This design comes from an exercise in tuning for small area, a short achievable clock period and few clock cycles on the open sky130 flow, not from production work. Function not checked in this run: the RTL went through the layout flow alone.

==> design/flow/design.v <==
module SP_wocg(
	clk,
	rst_n,
	in_valid,
	in_data,
	in_mode,
	out_valid,
	out_data
);
input clk, rst_n, in_valid;
input [2:0] in_mode;
input [8:0] in_data;
output reg out_valid;
output reg [8:0] out_data;
integer k;
function [8:0] qadd;     
	input [8:0] x, y;
	reg [9:0] s, s2;
	begin
		s  = {2'b0, x[7:0]} + {2'b0, y[7:0]};
		s2 = {2'b0, x[7:0]} + {2'b0, y[7:0]} + 10'd258;   
		if (s2[9]) qadd = {~(x[8] ^ y[8]), s2[7:0]};
		else       qadd = {x[8] ^ y[8], s[7:0]};
	end
endfunction
function [8:0] qsub;     
	input [8:0] x, y;
	reg [8:0] d, d2;
	begin
		d  = {1'b0, x[7:0]} - {1'b0, y[7:0]};
		d2 = {1'b0, x[7:0]} - {1'b0, y[7:0]} + 9'd254;
		if (d[8]) qsub = {~(x[8] ^ y[8]), d2[7:0]};
		else      qsub = {x[8] ^ y[8], d[7:0]};
	end
endfunction
function [8:0] maddq;    
	input [8:0] x, y;
	input       n;
	reg [9:0] s, s1;
	begin
		s  = {1'b0, x} + {1'b0, y ^ {9{n}}} + {9'd0, n};    
		s1 = s + (n ? 10'd509 : 10'd3);                     
		maddq = (n ? ~s[9] : s1[9]) ? s1[8:0] : s[8:0];
	end
endfunction
function [8:0] madd;     
	input [8:0] x, y;
	reg [9:0] s, s1;
	begin
		s  = {1'b0, x} + {1'b0, y};
		s1 = {1'b0, x} + {1'b0, y} + 10'd3;      
		madd = s1[9] ? s1[8:0] : s[8:0];
	end
endfunction
reg [4:0] cnt;           
reg [2:0] mode;
wire start = (cnt == 5'd0) && in_valid;
reg [4:0] os;            
always @(*) begin
	case ({mode[2], mode[1]})
		2'b00: os = 5'd6;
		2'b10: os = 5'd8;
		2'b01: os = 5'd9;
		default: os = 5'd14;
	endcase
end
wire last = (cnt == os + 5'd5);
wire [4:0] cnt_n = start ? 5'd1 : (cnt == 5'd0 || last) ? 5'd0 : cnt + 5'd1;
always @(posedge clk or negedge rst_n) begin
	if (!rst_n) cnt <= 5'd0;
	else        cnt <= cnt_n;
end
always @(posedge clk) if (start) mode <= in_mode;
reg ph_nl;       
reg first;       
reg ph_b;        
reg ph_k;        
reg ph_c;        
reg ph_s;        
reg ins;         
reg ph_o;        
always @(posedge clk or negedge rst_n) begin
	if (!rst_n) begin
		ph_nl <= 1'b0; ph_b <= 1'b0; ph_k <= 1'b0;
		ph_c <= 1'b0; ph_s <= 1'b0; ins <= 1'b0;
		ph_o <= 1'b0; first <= 1'b0;
	end else begin
		ph_nl <= start || ((cnt >= 5'd1) && (cnt <= 5'd5));
		first <= start;
		ph_b  <= (cnt >= 5'd1) && (cnt <= 5'd6);
		ph_k  <= mode[1] && (cnt >= 5'd6) && (cnt <= 5'd11);
		ph_c  <= mode[1] && (cnt >= 5'd7) && (cnt <= 5'd12);
		ph_s  <= !mode[1] && (cnt >= 5'd2) && (cnt <= 5'd7);
		ins   <= mode[2] && (mode[1] ? (cnt >= 5'd7) && (cnt <= 5'd12)
		                             : (cnt >= 5'd1) && (cnt <= 5'd6));
		ph_o  <= (cnt != 5'd0) && !last && (cnt + 5'd1 >= os);
	end
end
reg  [8:0] nlog0_r, nlog1_r;
reg        af7_r;        
reg        ahi_r;        
wire       in_hi = in_data[8];
wire [7:0] in_f = in_hi ? ~in_data[7:0] - 8'd2 : in_data[7:0];    
reg  [8:0] nlog0_t, nlog1_t;
always @(posedge clk) begin
	nlog0_r <= nlog0_t;
	nlog1_r <= nlog1_t;
	af7_r   <= in_f[7];
	ahi_r   <= in_hi;
end
always @(*) begin
	case (in_f[6:0])
      7'd0: nlog0_t = 9'd0;
      7'd1: nlog0_t = 9'd0;
      7'd2: nlog0_t = 9'd169;
      7'd3: nlog0_t = 9'd507;
      7'd4: nlog0_t = 9'd340;
      7'd5: nlog0_t = 9'd480;
      7'd6: nlog0_t = 9'd166;
      7'd7: nlog0_t = 9'd231;
      7'd8: nlog0_t = 9'd509;
      7'd9: nlog0_t = 9'd504;
      7'd10: nlog0_t = 9'd139;
      7'd11: nlog0_t = 9'd182;
      7'd12: nlog0_t = 9'd337;
      7'd13: nlog0_t = 9'd213;
      7'd14: nlog0_t = 9'd402;
      7'd15: nlog0_t = 9'd477;
      7'd16: nlog0_t = 9'd168;
      7'd17: nlog0_t = 9'd374;
      7'd18: nlog0_t = 9'd163;
      7'd19: nlog0_t = 9'd349;
      7'd20: nlog0_t = 9'd310;
      7'd21: nlog0_t = 9'd228;
      7'd22: nlog0_t = 9'd353;
      7'd23: nlog0_t = 9'd410;
      7'd24: nlog0_t = 9'd506;
      7'd25: nlog0_t = 9'd450;
      7'd26: nlog0_t = 9'd384;
      7'd27: nlog0_t = 9'd501;
      7'd28: nlog0_t = 9'd61;
      7'd29: nlog0_t = 9'd50;
      7'd30: nlog0_t = 9'd136;
      7'd31: nlog0_t = 9'd301;
      7'd32: nlog0_t = 9'd339;
      7'd33: nlog0_t = 9'd179;
      7'd34: nlog0_t = 9'd33;
      7'd35: nlog0_t = 9'd201;
      7'd36: nlog0_t = 9'd334;
      7'd37: nlog0_t = 9'd102;
      7'd38: nlog0_t = 9'd8;
      7'd39: nlog0_t = 9'd210;
      7'd40: nlog0_t = 9'd479;
      7'd41: nlog0_t = 9'd293;
      7'd42: nlog0_t = 9'd399;
      7'd43: nlog0_t = 9'd406;
      7'd44: nlog0_t = 9'd12;
      7'd45: nlog0_t = 9'd474;
      7'd46: nlog0_t = 9'd69;
      7'd47: nlog0_t = 9'd327;
      7'd48: nlog0_t = 9'd165;
      7'd49: nlog0_t = 9'd464;
      7'd50: nlog0_t = 9'd109;
      7'd51: nlog0_t = 9'd371;
      7'd52: nlog0_t = 9'd43;
      7'd53: nlog0_t = 9'd89;
      7'd54: nlog0_t = 9'd160;
      7'd55: nlog0_t = 9'd152;
      7'd56: nlog0_t = 9'd230;
      7'd57: nlog0_t = 9'd346;
      7'd58: nlog0_t = 9'd219;
      7'd59: nlog0_t = 9'd359;
      7'd60: nlog0_t = 9'd307;
      7'd61: nlog0_t = 9'd485;
      7'd62: nlog0_t = 9'd470;
      7'd63: nlog0_t = 9'd225;
      7'd64: nlog0_t = 9'd508;
      7'd65: nlog0_t = 9'd183;
      7'd66: nlog0_t = 9'd350;
      7'd67: nlog0_t = 9'd502;
      7'd68: nlog0_t = 9'd202;
      7'd69: nlog0_t = 9'd407;
      7'd70: nlog0_t = 9'd372;
      7'd71: nlog0_t = 9'd360;
      7'd72: nlog0_t = 9'd503;
      7'd73: nlog0_t = 9'd448;
      7'd74: nlog0_t = 9'd273;
      7'd75: nlog0_t = 9'd447;
      7'd76: nlog0_t = 9'd177;
      7'd77: nlog0_t = 9'd415;
      7'd78: nlog0_t = 9'd381;
      7'd79: nlog0_t = 9'd291;
      7'd80: nlog0_t = 9'd138;
      7'd81: nlog0_t = 9'd498;
      7'd82: nlog0_t = 9'd462;
      7'd83: nlog0_t = 9'd272;
      7'd84: nlog0_t = 9'd58;
      7'd85: nlog0_t = 9'd344;
      7'd86: nlog0_t = 9'd65;
      7'd87: nlog0_t = 9'd47;
      7'd88: nlog0_t = 9'd181;
      7'd89: nlog0_t = 9'd284;
      7'd90: nlog0_t = 9'd133;
      7'd91: nlog0_t = 9'd446;
      7'd92: nlog0_t = 9'd238;
      7'd93: nlog0_t = 9'd298;
      7'd94: nlog0_t = 9'd496;
      7'd95: nlog0_t = 9'd319;
      7'd96: nlog0_t = 9'd336;
      7'd97: nlog0_t = 9'd282;
      7'd98: nlog0_t = 9'd123;
      7'd99: nlog0_t = 9'd176;
      7'd100: nlog0_t = 9'd280;
      7'd101: nlog0_t = 9'd114;
      7'd102: nlog0_t = 9'd30;
      7'd103: nlog0_t = 9'd196;
      7'd104: nlog0_t = 9'd212;
      7'd105: nlog0_t = 9'd198;
      7'd106: nlog0_t = 9'd260;
      7'd107: nlog0_t = 9'd414;
      7'd108: nlog0_t = 9'd331;
      7'd109: nlog0_t = 9'd364;
      7'd110: nlog0_t = 9'd323;
      7'd111: nlog0_t = 9'd99;
      7'd112: nlog0_t = 9'd401;
      7'd113: nlog0_t = 9'd262;
      7'd114: nlog0_t = 9'd5;
      7'd115: nlog0_t = 9'd380;
      7'd116: nlog0_t = 9'd390;
      7'd117: nlog0_t = 9'd207;
      7'd118: nlog0_t = 9'd18;
      7'd119: nlog0_t = 9'd95;
      7'd120: nlog0_t = 9'd476;
      7'd121: nlog0_t = 9'd366;
      7'd122: nlog0_t = 9'd144;
      7'd123: nlog0_t = 9'd290;
      7'd124: nlog0_t = 9'd129;
      7'd125: nlog0_t = 9'd420;
      7'd126: nlog0_t = 9'd396;
      7'd127: nlog0_t = 9'd426;
	endcase
end
always @(*) begin
	case (in_f[6:0])
      7'd0: nlog1_t = 9'd167;
      7'd1: nlog1_t = 9'd403;
      7'd2: nlog1_t = 9'd354;
      7'd3: nlog1_t = 9'd137;
      7'd4: nlog1_t = 9'd9;
      7'd5: nlog1_t = 9'd70;
      7'd6: nlog1_t = 9'd161;
      7'd7: nlog1_t = 9'd471;
      7'd8: nlog1_t = 9'd373;
      7'd9: nlog1_t = 9'd382;
      7'd10: nlog1_t = 9'd66;
      7'd11: nlog1_t = 9'd497;
      7'd12: nlog1_t = 9'd31;
      7'd13: nlog1_t = 9'd324;
      7'd14: nlog1_t = 9'd19;
      7'd15: nlog1_t = 9'd397;
      7'd16: nlog1_t = 9'd162;
      7'd17: nlog1_t = 9'd20;
      7'd18: nlog1_t = 9'd107;
      7'd19: nlog1_t = 9'd461;
      7'd20: nlog1_t = 9'd442;
      7'd21: nlog1_t = 9'd217;
      7'd22: nlog1_t = 9'd106;
      7'd23: nlog1_t = 9'd489;
      7'd24: nlog1_t = 9'd348;
      7'd25: nlog1_t = 9'd368;
      7'd26: nlog1_t = 9'd74;
      7'd27: nlog1_t = 9'd271;
      7'd28: nlog1_t = 9'd40;
      7'd29: nlog1_t = 9'd267;
      7'd30: nlog1_t = 9'd460;
      7'd31: nlog1_t = 9'd86;
      7'd32: nlog1_t = 9'd309;
      7'd33: nlog1_t = 9'd131;
      7'd34: nlog1_t = 9'd157;
      7'd35: nlog1_t = 9'd57;
      7'd36: nlog1_t = 9'd121;
      7'd37: nlog1_t = 9'd149;
      7'd38: nlog1_t = 9'd441;
      7'd39: nlog1_t = 9'd258;
      7'd40: nlog1_t = 9'd227;
      7'd41: nlog1_t = 9'd428;
      7'd42: nlog1_t = 9'd3;
      7'd43: nlog1_t = 9'd343;
      7'd44: nlog1_t = 9'd234;
      7'd45: nlog1_t = 9'd142;
      7'd46: nlog1_t = 9'd216;
      7'd47: nlog1_t = 9'd171;
      7'd48: nlog1_t = 9'd352;
      7'd49: nlog1_t = 9'd356;
      7'd50: nlog1_t = 9'd453;
      7'd51: nlog1_t = 9'd64;
      7'd52: nlog1_t = 9'd304;
      7'd53: nlog1_t = 9'd36;
      7'd54: nlog1_t = 9'd105;
      7'd55: nlog1_t = 9'd482;
      7'd56: nlog1_t = 9'd409;
      7'd57: nlog1_t = 9'd72;
      7'd58: nlog1_t = 9'd467;
      7'd59: nlog1_t = 9'd46;
      7'd60: nlog1_t = 9'd155;
      7'd61: nlog1_t = 9'd222;
      7'd62: nlog1_t = 9'd488;
      7'd63: nlog1_t = 9'd1;
      7'd64: nlog1_t = 9'd505;
      7'd65: nlog1_t = 9'd375;
      7'd66: nlog1_t = 9'd451;
      7'd67: nlog1_t = 9'd180;
      7'd68: nlog1_t = 9'd294;
      7'd69: nlog1_t = 9'd465;
      7'd70: nlog1_t = 9'd347;
      7'd71: nlog1_t = 9'd184;
      7'd72: nlog1_t = 9'd449;
      7'd73: nlog1_t = 9'd499;
      7'd74: nlog1_t = 9'd285;
      7'd75: nlog1_t = 9'd283;
      7'd76: nlog1_t = 9'd199;
      7'd77: nlog1_t = 9'd263;
      7'd78: nlog1_t = 9'd367;
      7'd79: nlog1_t = 9'd404;
      7'd80: nlog1_t = 9'd383;
      7'd81: nlog1_t = 9'd21;
      7'd82: nlog1_t = 9'd369;
      7'd83: nlog1_t = 9'd132;
      7'd84: nlog1_t = 9'd429;
      7'd85: nlog1_t = 9'd357;
      7'd86: nlog1_t = 9'd73;
      7'd87: nlog1_t = 9'd376;
      7'd88: nlog1_t = 9'd500;
      7'd89: nlog1_t = 9'd22;
      7'd90: nlog1_t = 9'd23;
      7'd91: nlog1_t = 9'd445;
      7'd92: nlog1_t = 9'd492;
      7'd93: nlog1_t = 9'd77;
      7'd94: nlog1_t = 9'd270;
      7'd95: nlog1_t = 9'd312;
      7'd96: nlog1_t = 9'd60;
      7'd97: nlog1_t = 9'd444;
      7'd98: nlog1_t = 9'd431;
      7'd99: nlog1_t = 9'd237;
      7'd100: nlog1_t = 9'd174;
      7'd101: nlog1_t = 9'd456;
      7'd102: nlog1_t = 9'd39;
      7'd103: nlog1_t = 9'd412;
      7'd104: nlog1_t = 9'd49;
      7'd105: nlog1_t = 9'd491;
      7'd106: nlog1_t = 9'd378;
      7'd107: nlog1_t = 9'd297;
      7'd108: nlog1_t = 9'd187;
      7'd109: nlog1_t = 9'd288;
      7'd110: nlog1_t = 9'd266;
      7'd111: nlog1_t = 9'd386;
      7'd112: nlog1_t = 9'd135;
      7'd113: nlog1_t = 9'd76;
      7'd114: nlog1_t = 9'd25;
      7'd115: nlog1_t = 9'd495;
      7'd116: nlog1_t = 9'd315;
      7'd117: nlog1_t = 9'd434;
      7'd118: nlog1_t = 9'd459;
      7'd119: nlog1_t = 9'd52;
      7'd120: nlog1_t = 9'd300;
      7'd121: nlog1_t = 9'd269;
      7'd122: nlog1_t = 9'd79;
      7'd123: nlog1_t = 9'd318;
      7'd124: nlog1_t = 9'd55;
      7'd125: nlog1_t = 9'd82;
      7'd126: nlog1_t = 9'd85;
      7'd127: nlog1_t = 9'd341;
	endcase
end
wire [8:0] nlog_v = af7_r ? nlog1_r : nlog0_r;
wire [8:0] nl_a = {nlog_v[8] ^ ahi_r, nlog_v[7:0]};
wire [8:0] e_in;         
reg  [8:0] ns;
reg  [8:0] t_r;          
reg        tq_r;         
reg  [8:0] exp_t;
always @(*) begin
	case (e_in[7:0])
      8'd0: exp_t = 9'd1;
      8'd1: exp_t = 9'd8;
      8'd2: exp_t = 9'd64;
      8'd3: exp_t = 9'd3;
      8'd4: exp_t = 9'd24;
      8'd5: exp_t = 9'd192;
      8'd6: exp_t = 9'd9;
      8'd7: exp_t = 9'd72;
      8'd8: exp_t = 9'd67;
      8'd9: exp_t = 9'd27;
      8'd10: exp_t = 9'd216;
      8'd11: exp_t = 9'd201;
      8'd12: exp_t = 9'd81;
      8'd13: exp_t = 9'd139;
      8'd14: exp_t = 9'd94;
      8'd15: exp_t = 9'd243;
      8'd16: exp_t = 9'd417;
      8'd17: exp_t = 9'd282;
      8'd18: exp_t = 9'd220;
      8'd19: exp_t = 9'd233;
      8'd20: exp_t = 9'd337;
      8'd21: exp_t = 9'd151;
      8'd22: exp_t = 9'd190;
      8'd23: exp_t = 9'd502;
      8'd24: exp_t = 9'd453;
      8'd25: exp_t = 9'd61;
      8'd26: exp_t = 9'd488;
      8'd27: exp_t = 9'd341;
      8'd28: exp_t = 9'd183;
      8'd29: exp_t = 9'd446;
      8'd30: exp_t = 9'd5;
      8'd31: exp_t = 9'd40;
      8'd32: exp_t = 9'd320;
      8'd33: exp_t = 9'd15;
      8'd34: exp_t = 9'd120;
      8'd35: exp_t = 9'd451;
      8'd36: exp_t = 9'd45;
      8'd37: exp_t = 9'd360;
      8'd38: exp_t = 9'd335;
      8'd39: exp_t = 9'd135;
      8'd40: exp_t = 9'd62;
      8'd41: exp_t = 9'd496;
      8'd42: exp_t = 9'd405;
      8'd43: exp_t = 9'd186;
      8'd44: exp_t = 9'd470;
      8'd45: exp_t = 9'd197;
      8'd46: exp_t = 9'd49;
      8'd47: exp_t = 9'd392;
      8'd48: exp_t = 9'd82;
      8'd49: exp_t = 9'd147;
      8'd50: exp_t = 9'd158;
      8'd51: exp_t = 9'd246;
      8'd52: exp_t = 9'd441;
      8'd53: exp_t = 9'd474;
      8'd54: exp_t = 9'd229;
      8'd55: exp_t = 9'd305;
      8'd56: exp_t = 9'd404;
      8'd57: exp_t = 9'd178;
      8'd58: exp_t = 9'd406;
      8'd59: exp_t = 9'd194;
      8'd60: exp_t = 9'd25;
      8'd61: exp_t = 9'd200;
      8'd62: exp_t = 9'd73;
      8'd63: exp_t = 9'd75;
      8'd64: exp_t = 9'd91;
      8'd65: exp_t = 9'd219;
      8'd66: exp_t = 9'd225;
      8'd67: exp_t = 9'd273;
      8'd68: exp_t = 9'd148;
      8'd69: exp_t = 9'd166;
      8'd70: exp_t = 9'd310;
      8'd71: exp_t = 9'd444;
      8'd72: exp_t = 9'd498;
      8'd73: exp_t = 9'd421;
      8'd74: exp_t = 9'd314;
      8'd75: exp_t = 9'd476;
      8'd76: exp_t = 9'd245;
      8'd77: exp_t = 9'd433;
      8'd78: exp_t = 9'd410;
      8'd79: exp_t = 9'd226;
      8'd80: exp_t = 9'd281;
      8'd81: exp_t = 9'd212;
      8'd82: exp_t = 9'd169;
      8'd83: exp_t = 9'd334;
      8'd84: exp_t = 9'd127;
      8'd85: exp_t = 9'd507;
      8'd86: exp_t = 9'd493;
      8'd87: exp_t = 9'd381;
      8'd88: exp_t = 9'd503;
      8'd89: exp_t = 9'd461;
      8'd90: exp_t = 9'd125;
      8'd91: exp_t = 9'd491;
      8'd92: exp_t = 9'd365;
      8'd93: exp_t = 9'd375;
      8'd94: exp_t = 9'd455;
      8'd95: exp_t = 9'd77;
      8'd96: exp_t = 9'd107;
      8'd97: exp_t = 9'd347;
      8'd98: exp_t = 9'd231;
      8'd99: exp_t = 9'd321;
      8'd100: exp_t = 9'd23;
      8'd101: exp_t = 9'd184;
      8'd102: exp_t = 9'd454;
      8'd103: exp_t = 9'd69;
      8'd104: exp_t = 9'd43;
      8'd105: exp_t = 9'd344;
      8'd106: exp_t = 9'd207;
      8'd107: exp_t = 9'd129;
      8'd108: exp_t = 9'd14;
      8'd109: exp_t = 9'd112;
      8'd110: exp_t = 9'd387;
      8'd111: exp_t = 9'd42;
      8'd112: exp_t = 9'd336;
      8'd113: exp_t = 9'd143;
      8'd114: exp_t = 9'd126;
      8'd115: exp_t = 9'd499;
      8'd116: exp_t = 9'd429;
      8'd117: exp_t = 9'd378;
      8'd118: exp_t = 9'd479;
      8'd119: exp_t = 9'd269;
      8'd120: exp_t = 9'd116;
      8'd121: exp_t = 9'd419;
      8'd122: exp_t = 9'd298;
      8'd123: exp_t = 9'd348;
      8'd124: exp_t = 9'd239;
      8'd125: exp_t = 9'd385;
      8'd126: exp_t = 9'd26;
      8'd127: exp_t = 9'd208;
      8'd128: exp_t = 9'd137;
      8'd129: exp_t = 9'd78;
      8'd130: exp_t = 9'd115;
      8'd131: exp_t = 9'd411;
      8'd132: exp_t = 9'd234;
      8'd133: exp_t = 9'd345;
      8'd134: exp_t = 9'd215;
      8'd135: exp_t = 9'd193;
      8'd136: exp_t = 9'd17;
      8'd137: exp_t = 9'd136;
      8'd138: exp_t = 9'd70;
      8'd139: exp_t = 9'd51;
      8'd140: exp_t = 9'd408;
      8'd141: exp_t = 9'd210;
      8'd142: exp_t = 9'd153;
      8'd143: exp_t = 9'd206;
      8'd144: exp_t = 9'd121;
      8'd145: exp_t = 9'd459;
      8'd146: exp_t = 9'd109;
      8'd147: exp_t = 9'd363;
      8'd148: exp_t = 9'd359;
      8'd149: exp_t = 9'd327;
      8'd150: exp_t = 9'd71;
      8'd151: exp_t = 9'd59;
      8'd152: exp_t = 9'd472;
      8'd153: exp_t = 9'd213;
      8'd154: exp_t = 9'd177;
      8'd155: exp_t = 9'd398;
      8'd156: exp_t = 9'd130;
      8'd157: exp_t = 9'd22;
      8'd158: exp_t = 9'd176;
      8'd159: exp_t = 9'd390;
      8'd160: exp_t = 9'd66;
      8'd161: exp_t = 9'd19;
      8'd162: exp_t = 9'd152;
      8'd163: exp_t = 9'd198;
      8'd164: exp_t = 9'd57;
      8'd165: exp_t = 9'd456;
      8'd166: exp_t = 9'd85;
      8'd167: exp_t = 9'd171;
      8'd168: exp_t = 9'd350;
      8'd169: exp_t = 9'd255;
      8'd170: exp_t = 9'd4;
      8'd171: exp_t = 9'd32;
      8'd172: exp_t = 9'd256;
      8'd173: exp_t = 9'd12;
      8'd174: exp_t = 9'd96;
      8'd175: exp_t = 9'd259;
      8'd176: exp_t = 9'd36;
      8'd177: exp_t = 9'd288;
      8'd178: exp_t = 9'd268;
      8'd179: exp_t = 9'd108;
      8'd180: exp_t = 9'd355;
      8'd181: exp_t = 9'd295;
      8'd182: exp_t = 9'd324;
      8'd183: exp_t = 9'd47;
      8'd184: exp_t = 9'd376;
      8'd185: exp_t = 9'd463;
      8'd186: exp_t = 9'd141;
      8'd187: exp_t = 9'd110;
      8'd188: exp_t = 9'd371;
      8'd189: exp_t = 9'd423;
      8'd190: exp_t = 9'd330;
      8'd191: exp_t = 9'd95;
      8'd192: exp_t = 9'd251;
      8'd193: exp_t = 9'd481;
      8'd194: exp_t = 9'd285;
      8'd195: exp_t = 9'd244;
      8'd196: exp_t = 9'd425;
      8'd197: exp_t = 9'd346;
      8'd198: exp_t = 9'd223;
      8'd199: exp_t = 9'd257;
      8'd200: exp_t = 9'd20;
      8'd201: exp_t = 9'd160;
      8'd202: exp_t = 9'd262;
      8'd203: exp_t = 9'd60;
      8'd204: exp_t = 9'd480;
      8'd205: exp_t = 9'd277;
      8'd206: exp_t = 9'd180;
      8'd207: exp_t = 9'd422;
      8'd208: exp_t = 9'd322;
      8'd209: exp_t = 9'd31;
      8'd210: exp_t = 9'd248;
      8'd211: exp_t = 9'd457;
      8'd212: exp_t = 9'd93;
      8'd213: exp_t = 9'd235;
      8'd214: exp_t = 9'd353;
      8'd215: exp_t = 9'd279;
      8'd216: exp_t = 9'd196;
      8'd217: exp_t = 9'd41;
      8'd218: exp_t = 9'd328;
      8'd219: exp_t = 9'd79;
      8'd220: exp_t = 9'd123;
      8'd221: exp_t = 9'd475;
      8'd222: exp_t = 9'd237;
      8'd223: exp_t = 9'd369;
      8'd224: exp_t = 9'd407;
      8'd225: exp_t = 9'd202;
      8'd226: exp_t = 9'd89;
      8'd227: exp_t = 9'd203;
      8'd228: exp_t = 9'd97;
      8'd229: exp_t = 9'd267;
      8'd230: exp_t = 9'd100;
      8'd231: exp_t = 9'd291;
      8'd232: exp_t = 9'd292;
      8'd233: exp_t = 9'd300;
      8'd234: exp_t = 9'd364;
      8'd235: exp_t = 9'd367;
      8'd236: exp_t = 9'd391;
      8'd237: exp_t = 9'd74;
      8'd238: exp_t = 9'd83;
      8'd239: exp_t = 9'd155;
      8'd240: exp_t = 9'd222;
      8'd241: exp_t = 9'd249;
      8'd242: exp_t = 9'd465;
      8'd243: exp_t = 9'd157;
      8'd244: exp_t = 9'd238;
      8'd245: exp_t = 9'd377;
      8'd246: exp_t = 9'd471;
      8'd247: exp_t = 9'd205;
      8'd248: exp_t = 9'd113;
      8'd249: exp_t = 9'd395;
      8'd250: exp_t = 9'd106;
      8'd251: exp_t = 9'd339;
      8'd252: exp_t = 9'd167;
      8'd253: exp_t = 9'd318;
      8'd254: exp_t = 9'd0;
      8'd255: exp_t = 9'd0;
	endcase
end
always @(posedge clk) begin
	t_r  <= exp_t;
	tq_r <= e_in[8];
end
wire [8:0] v_r = tq_r ? 9'd509 - t_r : t_r;
reg [8:0] rs [0:5];      
reg [8:0] rc [0:5];      
reg       rv [0:5];      
reg [8:0] x_r;           
wire [8:0] k_x = mode[0] ? ns : rc[0];
wire [8:0] k_y = mode[0] ? rc[0] : ns;
assign e_in = ph_k ? qsub(k_x, k_y) : nl_a;
always @(posedge clk) if (ph_nl) ns <= first ? nl_a : qadd(ns, nl_a);
wire [8:0] bval = mode[0] ? v_r : rs[1];
wire [8:0] s_y = (mode[0] | ph_c) ? t_r : rs[1];
wire       s_n = (mode[0] | ph_c) & tq_r;
wire [8:0] x = mode[1] ? v_r : bval;
reg  [5:0] gt;           
always @(*) begin
	for (k = 0; k < 6; k = k + 1)
		gt[k] = (k == 1) || (rv[k] && (x < rc[k]));
end
always @(posedge clk) begin
	for (k = 0; k < 6; k = k + 1) begin
		rs[(k+1)%6] <= rs[k];
		if (ins && gt[k]) rc[(k+1)%6] <= (gt[(k+1)%6] && k != 0) ? rc[(k+1)%6] : x;
		else              rc[(k+1)%6] <= rc[k];
		rv[(k+1)%6] <= rv[k] & ~start;
	end
	if (in_valid) rs[0] <= in_data;
	if (ph_nl) rc[1] <= nl_a;
	if (ph_b || ph_c) begin
		rs[2] <= maddq(rs[1], s_y, s_n);
		if (!ins) rc[2] <= ph_c ? v_r : mode[1] ? rc[1] : bval;
	end
	x_r <= bval;
	if (ph_s) rs[3] <= madd(rs[2], x_r);
	if (ins) rv[2] <= 1'b1;
end
reg [8:0] o_s, o_c;
always @(*) begin
	case ({mode[2], mode[1]})
		2'b00:   begin o_s = rs[5]; o_c = rc[5]; end
		2'b01:   begin o_s = rs[2]; o_c = rc[2]; end
		default: begin o_s = rs[1]; o_c = rc[1]; end
	endcase
end
wire [8:0] e_val = madd(o_s, o_c);
always @(posedge clk or negedge rst_n) begin
	if (!rst_n) begin
		out_valid <= 1'b0;
		out_data  <= 9'd0;
	end else begin
		out_valid <= ph_o;
		out_data  <= ph_o ? e_val : 9'd0;
	end
end
endmodule
==> design/flow/run.sh <==
#!/bin/bash
# synth_recipe.tcl (not shown) runs the flow's synth.tcl, then flattens the netlist and writes it again
# the make line also repeats each setting of config.mk as NAME=value (left out here)
make -C /OpenROAD-flow-scripts/flow DESIGN_CONFIG=/design/flow/config.mk WORK_HOME=/design/flow/orfs CLKGATE_MAP_FILE= SYNTH_SCRIPT=/design/flow/synth_recipe.tcl finish
==> design/flow/config.mk <==
export PLATFORM = sky130hd
export DESIGN_NAME = SP_wocg
export DESIGN_NICKNAME = SP_wocg
export VERILOG_FILES = /design/flow/design.v
export SDC_FILE = /design/flow/constraint.sdc
export NUM_CORES = 4
export LEC_CHECK = 0
export ABC_AREA = 1
export ABC_CLOCK_PERIOD_IN_PS = 3500
export CAP_MARGIN = 20
export CORE_MARGIN = 2
export CORE_UTILIZATION = 40
export SETUP_SLACK_MARGIN = 4.0
export SLEW_MARGIN = 20
export SYNTH_MEMORY_MAX_BITS = 16384
export TNS_END_PERCENT = 5
==> design/flow/constraint.sdc <==
create_clock -name core_clock -period 8.0 [get_ports {clk}]
set_input_delay 1.6000 -clock core_clock [delete_from_list [all_inputs] [get_ports {clk}]]
set_output_delay 1.6000 -clock core_clock [all_outputs]
set_load 0.01 [all_outputs]
==> results.yml <==
logic_synthesis:
  synth_nets: 2906
  yosysUniqueCellTypes: 56
  synth_top_area_share_pct: 14.4
  synth_edf_count: 48
  syn_area_per_cell_um2: 6.41
  synth_top_area_cell: "nand2_1"
  synth_seq_cells: 188
  yosys_warnings: 4
  yosysSeqAreaShare_pct: 24.7
  netlist_area_um2: 17600
  synthTopCellsByArea: "nand2_1 (14%), dfxtp_1 (13%), nand3_1 (10%), ha_1 (9.6%), edfxtp_1 (8.2%)"
  async_flop_share_pct: 12.2
  syn_inst: 2752
  synthFlopType: "dfxtp_1"
setup_path:
  max_stage_delay_ns: 0.48
  path_buf_inv: 5
  path_class: "in2reg"
  arrival_ns: 4.51
  path_depth: 13
  cpLargestDelayFamily: "buffers and inverters"
  critical_path.startpoint_type: "input pin"
  required_ns: 8.39
  worstPathCellList: "clkdlybuf4s50_1 > buf_6 > ha_1 > nand2_1 > nand2_4 > buf_4 > nor2_1 > inv_1 > nor2_1 > inv_1 > o2111ai_1 > a31oi_1 > a32oi_1"
  critPathSlowestCell: "clkdlybuf4s50_1"
  worstSetupEndpointType: "flop"
  worstPathMaxFanout: 22
  ff2ff_path_depth: 22
flow_run:
  drv_cap: 0
status:
  status: "finished clean"
clock_network:
  cts_buffer_depth: 2
  hold_buffers: 0
  cts_tree: "yes"
  cts_htree_levels: 4
  clkTransAtPathRegs_ns: 0.07
  root_buffer: "clkbuf_16"
  clock-sinks: 188
  clk_latency_ns: 0.49
  numCtsBuffers: 17
timing:
  hold_violations: 0
  period_minus_slack_ns: 4.12
  worst_pin_slew_ns: 0.840
  slew_headroom_pct: 43.8
  setup_viol: 0
  slew_viol_final: 0
  tns_ns: 0
  rsz0062_at_grt: "true"
  max_freq_mhz: 242
  min_period_over_period_pct: 51.6
  finalHoldWorstSlack_ns: 0.328
  finClkSkew_ns: 0.0272
placed_design:
  gp_congestion: 1.08
  placed_cell_area_um2: 18400
  place.port_buffers: 24
  dpl.hpwl_mm: 56.8
global_routing:
  gr-total-overflow: 0
  grt_pass1_wl_mm: 117
  antenna_found_initial: 1
  grt_max_degree: 53
  track_usage_pct: 33.3
  first_global_vias: 18959
layout:
  n_antenna_cell: 0
  drive_above_1_share_pct: 13.2
  synthToLayoutAreaGrowth_pct: 18.1
  final_nets: 2964
  fin_util_pct: 48.2
  postLayoutCellArea_um2: 20800
  fillers: 4465
floorplan:
  fp.dieH_um: 214
  top_level_ports: 25
  die-area_um2: 45800
  start_util_pct: 40.8
  core_area_um2: 43300
  die_x_um: 214
  fp-row-count: 76
drt:
  drt-initial-drc-count: 3193
  vias_per_cell: 6.13
  dr_total_vias: 20900
  first_pass_iters: 7
  drc: 0
  wl_mm: 80.3
  wl_per_cell_um: 23.6
  ant_nets: 0
hold_path:
  holdPathStages: 0
  hp-class: "reg2reg"
-- routing by layer --
metal	global-route usage (%)	vias to the layer above	part of all wire (%)
met2	50.6	1368	43
li1	-	9432	-
met1	45.0	9779	40
met5	0	-	0.016
met3	6.72	319	11
met4	16.7	2	5.7
-- placed cells by master (no fill, tap or decap), types with 14 or more instances in the layout --
cell and instances:
dfxtp_1 113, o211ai_1 46, nand4_1 25, a21oi_1 118, nor3_1 20, nor2_2 20
o21ai_0 224, nand3_1 336, buf_4 98, xor2_1 41, clkinvlp_4 14, inv_1 297
clkbuf_16 20, o21ai_1 30, o221ai_1 25, nand2_1 648, ha_1 123, nand2_4 19
nor2_1 172, xnor2_1 21, edfxtp_1 48, a31oi_1 28, nand3_2 18, nor2_4 19
nand2_2 30, buf_12 14, clkdlybuf4s50_1 22, dfrtp_1 22
-- flip-flops by register name, summed over array words and instances, names as in the netlist, 3 cells and up --
name      count
cnt           5
mode          3
nlog0_r       9
nlog1_r       9
ns            9
out_data      9
rc           54
rs           54
rv            6
t_r           9
x_r           9
-- kinds of logic (layout without fill, tap and decap cells) --
group / after synthesis / in the layout / share of synthesized area [%]
multiplexers: 1 / 1 / 0.0567
adder cells (fa/ha/maj): 139 / 139 / 10.0
XOR/XNOR: 69 / 69 / 3.51
flip-flops: 188 / 188 / 24.7
AND/OR/NAND/NOR: 1340 / 1344 / 32.6
AO/OA/AOI/OAI: 572 / 572 / 19.2
buffers and inverters: 443 / 510 / 9.99
-- worst reg2reg max path, stage by stage (launching register included) --
cell and delay (ns):
edfxtp_1 0.45, buf_12 0.19, o21ai_1 0.16, ha_1 0.17, inv_1 0.07, ha_1 0.18, nand3b_1 0.22, xor2_2 0.27
inv_1 0.09, ha_1 0.28, inv_1 0.05, nand3_1 0.11, nand3_4 0.19, nand2_8 0.13, buf_4 0.22, nor2_1 0.37
nor2_2 0.12, nand2_1 0.12, nand3_1 0.09, nand3_1 0.09, nand3_1 0.11, nand3_1 0.11, nand2_1 0.12
-- what timing repair did --
item                                    4_1_cts  5_1_grt
pin swaps                                     9       35
endpoints found under the setup margin      127      131
resized for setup                           107      173
hold endpoints to repair                      0        0
setup buffers                                35       53
gates cloned                                  4        6
-- cells in the mapped netlist, types with 6 or more instances --
| cell | instances |
|---|---|
| buf_1 | 10 |
| clkbuf_1 | 60 |
| o311ai_0 | 16 |
| a211oi_1 | 9 |
| buf_4 | 11 |
| nand3b_1 | 6 |
| or2_2 | 8 |
| a21oi_1 | 128 |
| clkinv_1 | 6 |
| xor2_1 | 45 |
| o211ai_1 | 46 |
| buf_2 | 29 |
| dfrtp_1 | 23 |
| edfxtp_1 | 48 |
| a22oi_1 | 6 |
| a31oi_1 | 29 |
| nand2_2 | 20 |
| o22ai_1 | 11 |
| nor3_1 | 22 |
| inv_2 | 8 |
| nand2_1 | 678 |
| nor2_1 | 207 |
| xnor2_1 | 22 |
| o21ai_1 | 17 |
| inv_1 | 316 |
| dfxtp_1 | 117 |
| nand4_1 | 25 |
| o221ai_1 | 27 |
| o21ai_0 | 240 |
| ha_1 | 135 |
| nand3_1 | 357 |
-- path summary, 6_finish.rpt --
check | from | endpoint | slack, ns
worst max-delay path | in_data[1] | nlog0_r[6] | 3.88
worst min-delay path | rs[0][3] | rs[1][3] | 0.33
worst max register to register | mode[0] | t_r[4] | 3.94
worst min register to register | rs[0][3] | rs[1][3] | 0.33
max in group asynchronous | rst_n | ph_c | 6.23
min in group asynchronous | rst_n | out_data[4] | 1.50
-- stage by stage --
stage          instances  setup WS (ns)
2_1_floorplan       2752           4.00
6_report            3408           3.88
3_5_place_dp        3278           2.18
4_1_cts             3349           3.90
3_3_place_gp        3278           2.10
5_1_grt             3408           3.76
-- area by class of cell --
type	instances	area, um^2	share of cell area (%)
multi-input cells	2125	12400	59.7
flip-flops and latches	188	4370	21.0
repair buffers	144	1380	6.61
inverters	330	1320	6.33
well taps	585	732	3.51
clock buffers	18	450	2.16
clock inverters	14	123	0.588
repair inverters	4	25.0	0.120

==> re-timing with driven ports <==
In the flow no input, the clock included, has a driving cell. The finished layout below was timed again as built, in two steps. Step 1: set_driving_cell puts a clkbuf_16 on clk and a buf_2 on each other input, an assumption about the parent block. Step 2, shift: input delay + t, output delay - t, t = (earliest + latest rising clock arrival at the registers) / 2. This alone moves slack from input paths to output paths. Three values: ideal ports, drivers, drivers and shift; two values: the first two.
shift t [ns]: 0.533
setup WS [ns]: 3.876 / 3.914 / 3.381
clock arrival spread, ns: 0.028 / 0.028
After both steps this run still meets setup and hold. The setup slack of this run moves by +0.038 ns with the drivers and by -0.495 ns with both steps.
